Context: an optimization exercise on an open-source flow, tuned for small area. The choices shown serve that exercise and are no tape-out recipe. Function was checked by simulation only, so behaviour that the tests miss may differ from the original. The flow treats the clock pin as an ideal source. Dropping or thinning the clock tree relies on that and would not hold on a real chip. No activity file was given, so power comes from the tool's default toggle rates.

==> flow/design.v (excerpt) <==
module final_top(
	input clk100,
	input rst,
	output servoOut,
	output actuatorPull,
	output actuatorPush,
	input [2:0] infraSensor,
	input servoPhotoT,
	input RPhotoT,
	input LPhotoT,
	input motor,
	output [3:0] IN,
	output [6:0] seg,
	output [3:0] an
	);
	logic fsx, fsy, fsz;
	wire fs_wait = !fsx && !fsy && !fsz;
	wire first = !fsx && fsy && !fsz;
	logic [16:0] ddp;
	wire [16:0] dd = ddp ^ 17'h15555;
	logic [2:0] hi;
	logic en_r;
	logic ina, inb;       
	wire dz16 = (dd[15:0] == 16'd0);
	wire dd_zero = dz16 && !dd[16];
	wire dd_last = dz16 && dd[16];                       
	wire dd_clr = ((dd & 17'h1ff6f) == 17'h11346);       
	always @(posedge clk100) begin
		if (rst) begin
			ddp <= 17'h15555;
			hi <= 0;
			en_r <= 1;
			ina <= 0; inb <= 0;
		end else begin
			ddp <= {dd[15:0], dd[16] ^ dd[13] ^ dz16} ^ 17'h15555;
			if (dd_zero && !first) hi <= hi + 3'd1;
			if (dd_clr) en_r <= 0;
			else if (dd_last) en_r <= 1;
			ina <= en_r && !motor && !(infraSensor == 3'b001 || infraSensor == 3'b011);
			inb <= en_r && !motor && !(infraSensor == 3'b100 || infraSensor == 3'b110);
		end
	end
	assign an = {hi[2:1] != 2'd0, hi[2:1] != 2'd1, hi[2:1] != 2'd2, hi[2:1] != 2'd3};
	assign IN = {inb, ina && !inb, !ina && inb, ina};
	logic [13:0] wp;
	wire [13:0] w = wp ^ 14'h1555;
	logic ron, lon, son;    
	wire ro = !ron, lo = !lon, so = !son;
	logic [7:0] cr, cL, cs;
	logic r2, l2, af, s2;
	wire er = RPhotoT ^ ro;
	wire el = LPhotoT ^ lo;
	wire es = servoPhotoT ^ so;
	wire ir = er;
	wire il = !er && el;
	wire is_ = !er && !el && es;
	wire wend = ((w & 14'h3bdf) == (14'h2a9f & 14'h3bdf));
	wire wz = ((w & 14'h0fff) == 14'h0000);
	function automatic [7:0] cnext(input [7:0] c, input i);
		logic e;
		integer b;
		begin
			e = i && !wend && !(c[7] && c[6] && c[5]);    
			cnext[0] = wz ? i : (c[0] ^ e);
			for (b = 1; b < 8; b = b + 1)
				cnext[b] = !wz && (c[b] ^ (e && (&(c | ~((8'd1 << b) - 8'd1)))));
		end
	endfunction
	function automatic fr(input [7:0] x);
		fr = (x >= 8'd22) && (x <= 8'd79);
	endfunction
	function automatic en(input [7:0] x);
		en = (x >= 8'd82) && (x <= 8'd219);
	endfunction
	always @(posedge clk100) begin
  ...
Size in the first run: roughly 480 cells after synthesis, ~27 I/O pins, about 4300 um2 of cells after synthesis.
==> module final_top, before the edit <==
module final_top(
	input clk100,
	input rst,
	output servoOut,
	output actuatorPull,
	output actuatorPush,
	input [2:0] infraSensor,
	input servoPhotoT,
	input RPhotoT,
	input LPhotoT,
	input motor,
	output [3:0] IN,
	output [6:0] seg,
	output [3:0] an
	);
	logic fsx, fsy, fsz;
	wire fs_wait = !fsx && !fsy && !fsz;
	wire first = !fsx && fsy && !fsz;
	logic [16:0] ddp;
	wire [16:0] dd = ddp ^ 17'h15555;
	logic [2:0] hi;
	logic en_r;
	logic ina, inb;       
	wire dz16 = (dd[15:0] == 16'd0);
	wire dd_zero = dz16 && !dd[16];
	wire dd_last = dz16 && dd[16];                       
	wire dd_clr = ((dd & 17'h1ff6f) == 17'h11346);       
	always @(posedge clk100) begin
		if (rst) begin
			ddp <= 17'h15555;
			hi <= 0;
			en_r <= 1;
			ina <= 0; inb <= 0;
		end else begin
			ddp <= {dd[15:0], dd[16] ^ dd[13] ^ dz16} ^ 17'h15555;
			if (dd_zero && !first) hi <= hi + 3'd1;
			if (dd_clr) en_r <= 0;
			else if (dd_last) en_r <= 1;
			ina <= en_r && !motor && !(infraSensor == 3'b001 || infraSensor == 3'b011);
			inb <= en_r && !motor && !(infraSensor == 3'b100 || infraSensor == 3'b110);
		end
	end
	assign an = {hi[2:1] != 2'd0, hi[2:1] != 2'd1, hi[2:1] != 2'd2, hi[2:1] != 2'd3};
	assign IN = {inb, ina && !inb, !ina && inb, ina};
	logic [13:0] wp;
	wire [13:0] w = wp ^ 14'h1555;
	logic ron, lon, son;    
	wire ro = !ron, lo = !lon, so = !son;
	logic [7:0] cr, cL, cs;
	logic r2, l2, af, s2;
	wire er = RPhotoT ^ ro;
	wire el = LPhotoT ^ lo;
	wire es = servoPhotoT ^ so;
	wire ir = er;
	wire il = !er && el;
	wire is_ = !er && !el && es;
	wire wend = ((w & 14'h3bdf) == (14'h2a9f & 14'h3bdf));
	wire wz = ((w & 14'h0fff) == 14'h0000);
	function automatic [7:0] cnext(input [7:0] c, input i);
		logic e;
		integer b;
		begin
			e = i && !wend && !(c[7] && c[6] && c[5]);    
			cnext[0] = wz ? i : (c[0] ^ e);
			for (b = 1; b < 8; b = b + 1)
				cnext[b] = !wz && (c[b] ^ (e && (&(c | ~((8'd1 << b) - 8'd1)))));
		end
	endfunction
	function automatic fr(input [7:0] x);
		fr = (x >= 8'd22) && (x <= 8'd79);
	endfunction
	function automatic en(input [7:0] x);
		en = (x >= 8'd82) && (x <= 8'd219);
	endfunction
	always @(posedge clk100) begin
		if (rst) begin
			wp <= 14'h1555;
			ron <= 1; lon <= 1; son <= 1;
			r2 <= 0; l2 <= 0; af <= 0; s2 <= 0;
		end else begin
			ron <= !RPhotoT; lon <= !LPhotoT; son <= !servoPhotoT;
			wp <= (wend ? 14'd0 : {w[12:0], ~(w[0] ^ w[13])}) ^ 14'h1555;
			if (wz) begin
				r2 <= en(cr) && !first; l2 <= en(cL) && !first; s2 <= en(cs) && !first;
				af <= (fr(cr) || fr(cL)) && !first;
			end
		end
	end
	always @(posedge clk100) begin
		cr <= cnext(cr, ir); cL <= cnext(cL, il); cs <= cnext(cs, is_);
	end
	logic isc, isd;
	always @(posedge clk100) begin
		if (rst) begin
			isc <= 0; isd <= 1;
		end else begin
			isc <= r2 || l2;
			isd <= !(r2 || l2 || af);
		end
	end
	assign seg = {isc, isd, isd, !isc, 1'b1, 1'b1, isd};
	logic [7:0] qp, up;
	wire [7:0] u = up ^ 8'h55;
	wire [7:0] q = qp ^ 8'h55;
	logic sv, act, dirR, fire;
	logic [10:0] kp;
	wire [10:0] k = kp ^ 11'h555;
	function automatic [7:0] st1(input [7:0] x);
		st1 = {x[6:0], x[7] ^ (x[0] & ~(x[1] & x[2]))};
	endfunction
	wire pend  = (q == 8'h81);                 
	wire q8    = (q == 8'h03);                 
	wire q0    = ((q & 8'hfd) == 8'h00);       
	wire u0    = ((u & 8'hfd) == 8'h00);       
	wire u11   = ((u & 8'he3) == 8'h00);       
	wire u191  = ((u & 8'hdc) == 8'h00);       
	wire send = act && (k == 11'h5f9) && q8;   
	always @(posedge clk100) begin
		if (rst) begin
			qp <= 8'h02 ^ 8'h55; up <= 8'hd7 ^ 8'h55; sv <= 0; act <= 0; dirR <= 0; fire <= 0; kp <= 11'h555;
		end else begin
			qp <= st1(q) ^ 8'h55;
			if (q0) sv <= 1;
			else if (u0) sv <= 0;
			if (send) begin
				act <= 0; dirR <= 0; fire <= 0; kp <= 11'h555; up <= 8'hb5 ^ 8'h55;
			end else begin
				if (s2 || (q0 && (u11 || u191))) fire <= 1;
				if (!act) kp <= 11'h555;
				else if (pend) kp <= {k[9:0], ~(k[1] ^ k[10])} ^ 11'h555;
				up <= st1(u) ^ 8'h55;
				if (pend) begin
					if (r2 || dirR) begin
						dirR <= 1; act <= 1;
						if (!s2 && !fire) up <= up;
					end else if (l2 || act) begin
						act <= 1;
						if (!s2 && !fire) up <= st1(st1(u)) ^ 8'h55;
					end
				end
			end
		end
	end
	assign servoOut = sv;
	logic [18:0] fp;
	wire [18:0] f = fp ^ 19'h55555;
	wire term = ((f & 19'h5ffff) == 19'h4adb0);
	always @(posedge clk100) begin
		if (rst) begin
			fp <= 19'h55555; fsx <= 0; fsy <= 1; fsz <= 0;
		end else begin
			fp <= ((term || fs_wait) ? 19'd0 : {f[17:0], ~(f[0] ^ f[18])}) ^ 19'h55555;
			fsx <= (fsy && fsz && term) || (fsx && !fsy) || (fsx && fsy && !term) || first;
			fsy <= (!fsx && !fsy && fsz) || (fsy && fsz && !term) || (fsx && !fsy) || (fsx && fsy && !term) || first;
			fsz <= (fs_wait && fire) || (!fsx && !fsy && fsz) || (fsy && fsz && !term);
		end
	end
	assign actuatorPush = fsy && fsz;
	assign actuatorPull = fsx && fsy;
endmodule
export LEC_CHECK = 0
export CAP_MARGIN = 20
export CORE_MARGIN = 2
export CORE_UTILIZATION = 40
export SLEW_MARGIN = 20
create_clock -name core_clock -period 10.0 [get_ports {clk100}]
standard.sh (not shown) runs the stock make flow with config.mk's settings and CLKGATE_MAP_FILE= SYNTH_SCRIPT=/design/flow/synth_recipe.tcl, a recipe that flattens the netlist after the stock synthesis.
==> flow/flow/run.sh <==
#!/bin/bash
# Layout flow: the standard synthesis, then an area-oriented re-mapping of the
# combinational logic between the registers (registers, their names and cells are
# untouched; several ABC scripts are tried and the smallest result that is proven
# equivalent to the standard netlist is used), then the standard
# floorplan and placement with single-drive port buffers, a two-level clock tree
# built here (flow/cts.tcl), and the standard routing and finish. Each tool's output goes to its own log here.
set -euo pipefail
W=$(pwd)
RES=$W/orfs/results/$FLOW_PLATFORM/final_top/base
LIB=$FLOW_HOME/platforms/$FLOW_PLATFORM/lib/sky130_fd_sc_hd__tt_025C_1v80.lib
YOSYS=${YOSYS_EXE:-/OpenROAD-flow-scripts/tools/install/yosys/bin/yosys}
[[ -x $YOSYS ]] || YOSYS=$(command -v yosys)

# 1. standard synthesis
bash standard.sh synth > $W/log_1_standard_synth.log 2>&1

# 2. re-map the combinational logic for area
R=$W/remap
mkdir -p $R
cp $RES/1_2_yosys.v $R/in.v
DU=""
for c in $(sed -n '/^export DONT_USE_CELLS/,/^#/p' $FLOW_HOME/platforms/$FLOW_PLATFORM/config.mk | grep -o 'sky130_fd_sc_hd__[a-z0-9_]*'); do
  DU="$DU -dont_use $c"
done
cat > $R/flat.ys <<EOS
read_liberty -overwrite -ignore_miss_func $LIB
read_verilog $R/in.v
hierarchy -top $FLOW_TOP
blackbox sky130_fd_sc_hd__dfxtp_1
flatten
rename -hide w:*.*
opt_clean -purge
select -module $FLOW_TOP
write_verilog -noattr -selected $R/flat.v
EOS
$YOSYS -l $W/log_2_remap_flat.log -q $R/flat.ys > /dev/null 2>&1 || true

SCRIPTS=(
  "+strash;&get,-n;&deepsyn,-T,30,-S,1;&dch;&nf,-a,-R,1000;&put"
  "+strash;&get,-n;&deepsyn,-T,30,-S,2;&dch;&nf,-a,-R,1000;&put"
  "+strash;&get,-n;&st;&syn2;&deepsyn,-T,30,-S,3;&st;&dch;&nf,-a,-R,1000;&put"
  "+strash;&get,-n;&st;&syn2;&deepsyn,-T,30,-S,4;&st;&dch;&nf,-a,-R,1000;&put"
)
if [[ -s $R/flat.v ]]; then
  for i in "${!SCRIPTS[@]}"; do
    cat > $R/map$i.ys <<EOS
read_liberty -lib $LIB
read_verilog $R/flat.v
hierarchy -top $FLOW_TOP
techmap
opt -fast
abc -liberty $LIB $DU -script ${SCRIPTS[$i]}
opt_clean -purge
splitnets
hilomap -singleton -hicell sky130_fd_sc_hd__conb_1 HI -locell sky130_fd_sc_hd__conb_1 LO
insbuf -buf sky130_fd_sc_hd__buf_1 A X
opt_clean -purge
tee -o $R/area$i.txt stat -liberty $LIB
write_verilog -noattr -noexpr -nohex -nodec $R/out$i.v
EOS
    ( $YOSYS -l $W/log_2_remap_map$i.log -q $R/map$i.ys > /dev/null 2>&1 || true ) &
  done
  wait
fi
# candidates, smallest first
CANDS=$(for i in "${!SCRIPTS[@]}"; do
  a=$(grep -h 'Chip area' $R/area$i.txt 2>/dev/null | awk '{print $NF}')
  [[ -n "$a" && -s $R/out$i.v ]] && echo "$a $i"
done | sort -g | awk '{print $2}')
echo "remap candidates (smallest first): $CANDS"
remapped=none
for i in $CANDS; do
  cat > $R/equiv$i.ys <<EOS
read_liberty -overwrite -ignore_miss_func $LIB
blackbox sky130_fd_sc_hd__dfxtp_1
read_verilog $R/in.v
rename $FLOW_TOP gold
read_verilog $R/out$i.v
rename $FLOW_TOP gate
flatten gold gate
opt_clean
equiv_make gold gate eq
hierarchy -top eq
equiv_simple
equiv_status -assert
EOS
  if $YOSYS -l $W/log_2_remap_equiv$i.log -q $R/equiv$i.ys > /dev/null 2>&1 &&
     [[ $(grep -c 'sky130_fd_sc_hd__dfxtp' $R/in.v) == $(grep -c 'sky130_fd_sc_hd__dfxtp' $R/out$i.v) ]]; then
    cp $R/out$i.v $RES/1_2_yosys.v
    rm -f $RES/1_synth.odb $RES/1_synth.sdc
    bash standard.sh synth > $W/log_2_remap_odb.log 2>&1
    remapped=$i
    break
  fi
done
echo "remapped with script: $remapped"

# 3. floorplan .. placement
export BUFFER_PORTS_ARGS="-buffer_cell sky130_fd_sc_hd__buf_1"
bash standard.sh place > $W/log_3_standard_place.log 2>&1

# 4. clock tree (flow/cts.tcl): root buffer and NLEAF leaf buffers over equal groups
export RES
export FLOW_CLOCK=$(grep -o 'get_ports {[^}]*}' constraint.sdc | head -1 | sed 's/get_ports {\(.*\)}/\1/')
export NLEAF=${NLEAF:-7} LEAFBUF=${LEAFBUF:-sky130_fd_sc_hd__clkbuf_8} ROOTBUF=${ROOTBUF:-sky130_fd_sc_hd__clkbuf_4}
openroad -exit -no_init $W/flow/cts.tcl > $W/log_4_cts.log 2>&1

# 5. routing .. finish (the standard steps from the clock-tree database on)
bash standard.sh finish > $W/log_5_standard_finish.log 2>&1
Other scripts of this flow, unchanged in this note and not shown: flow/flow/cts.tcl
==> next run, changes <==
--- a/flow/design.v
+++ b/flow/design.v
@@ -11,15 +11,16 @@
 	input LPhotoT,
 	input motor,
 	output [3:0] IN,
 	output [6:0] seg,
 	output [3:0] an
 	);
-	logic fsx, fsy, fsz;
-	wire fs_wait = !fsx && !fsy && !fsz;
-	wire first = !fsx && fsy && !fsz;
+	localparam SETUP = 2'd0, WAIT = 2'd1, PUSH = 2'd2, PULL = 2'd3;
+	logic [1:0] st;
+	logic push, pull;
+	wire first = (st == SETUP) && !pull;
 	logic [16:0] ddp;
 	wire [16:0] dd = ddp ^ 17'h15555;
 	logic [2:0] hi;
 	logic en_r;
 	logic ina, inb;       
 	wire dz16 = (dd[15:0] == 16'd0);
@@ -145,17 +146,21 @@
 	assign servoOut = sv;
 	logic [18:0] fp;
 	wire [18:0] f = fp ^ 19'h55555;
 	wire term = ((f & 19'h5ffff) == 19'h4adb0);
 	always @(posedge clk100) begin
 		if (rst) begin
-			fp <= 19'h55555; fsx <= 0; fsy <= 1; fsz <= 0;
+			fp <= 19'h55555; st <= SETUP; push <= 0; pull <= 0;
 		end else begin
-			fp <= ((term || fs_wait) ? 19'd0 : {f[17:0], ~(f[0] ^ f[18])}) ^ 19'h55555;
-			fsx <= (fsy && fsz && term) || (fsx && !fsy) || (fsx && fsy && !term) || first;
-			fsy <= (!fsx && !fsy && fsz) || (fsy && fsz && !term) || (fsx && !fsy) || (fsx && fsy && !term) || first;
-			fsz <= (fs_wait && fire) || (!fsx && !fsy && fsz) || (fsy && fsz && !term);
+			fp <= ((term || st == WAIT) ? 19'd0 : {f[17:0], ~(f[0] ^ f[18])}) ^ 19'h55555;
+			push <= (st == PUSH) && !term;
+			pull <= (st == PULL || st == SETUP) && !term;
+			case (st)
+				PUSH: if (term) st <= PULL;
+				WAIT: if (fire) st <= PUSH;
+				default: if (term) st <= WAIT;
+			endcase
 		end
 	end
-	assign actuatorPush = fsy && fsz;
-	assign actuatorPull = fsx && fsy;
+	assign actuatorPush = push;
+	assign actuatorPull = pull;
 endmodule
After rerunning:
- global-route usage increases by 0.31 points
- power is lower by 2.9%
- sequential share of layout area went up by 0.79 points
- utilization is lower by 0.30 points
- wire length goes up by 0.72%
In every run of this note, the design's own scripts or RTL, not TritonCTS, make the clock network.

re-timing with driven ports:
In the flow no input, the clock included, has a driving cell. The finished layouts below were timed again as built, in two steps.
Step 1: set_driving_cell puts a clkbuf_16 on clk100 and a buf_2 on each other input, an assumption about the parent block.
Step 2, shift: input delay + t, output delay - t, t = (earliest + latest rising clock arrival at the registers) / 2. This alone moves slack from input paths to output paths.
Slacks: ideal / step 1 / step 2; pairs: ideal / step 1.
| run | t, ns | setup slack, ns | hold WS [ns] | clock arrival spread, ns | worst data-port slew with drivers (ns) |
|---|---|---|---|---|---|
| the first run | 0.482 | 6.571 / 6.579 / 6.096 | 0.370 / 0.370 / 0.370 | 0.011 / 0.011 | 0.03 |
| the second run | 0.499 | 6.374 / 6.382 / 5.883 | 0.374 / 0.374 / 0.374 | 0.014 / 0.014 | 0.03 |
After both steps every run listed still meets setup and hold. The setup slack of the second run, which loses most, moves by +0.008 ns with the drivers and by -0.491 ns with both steps.
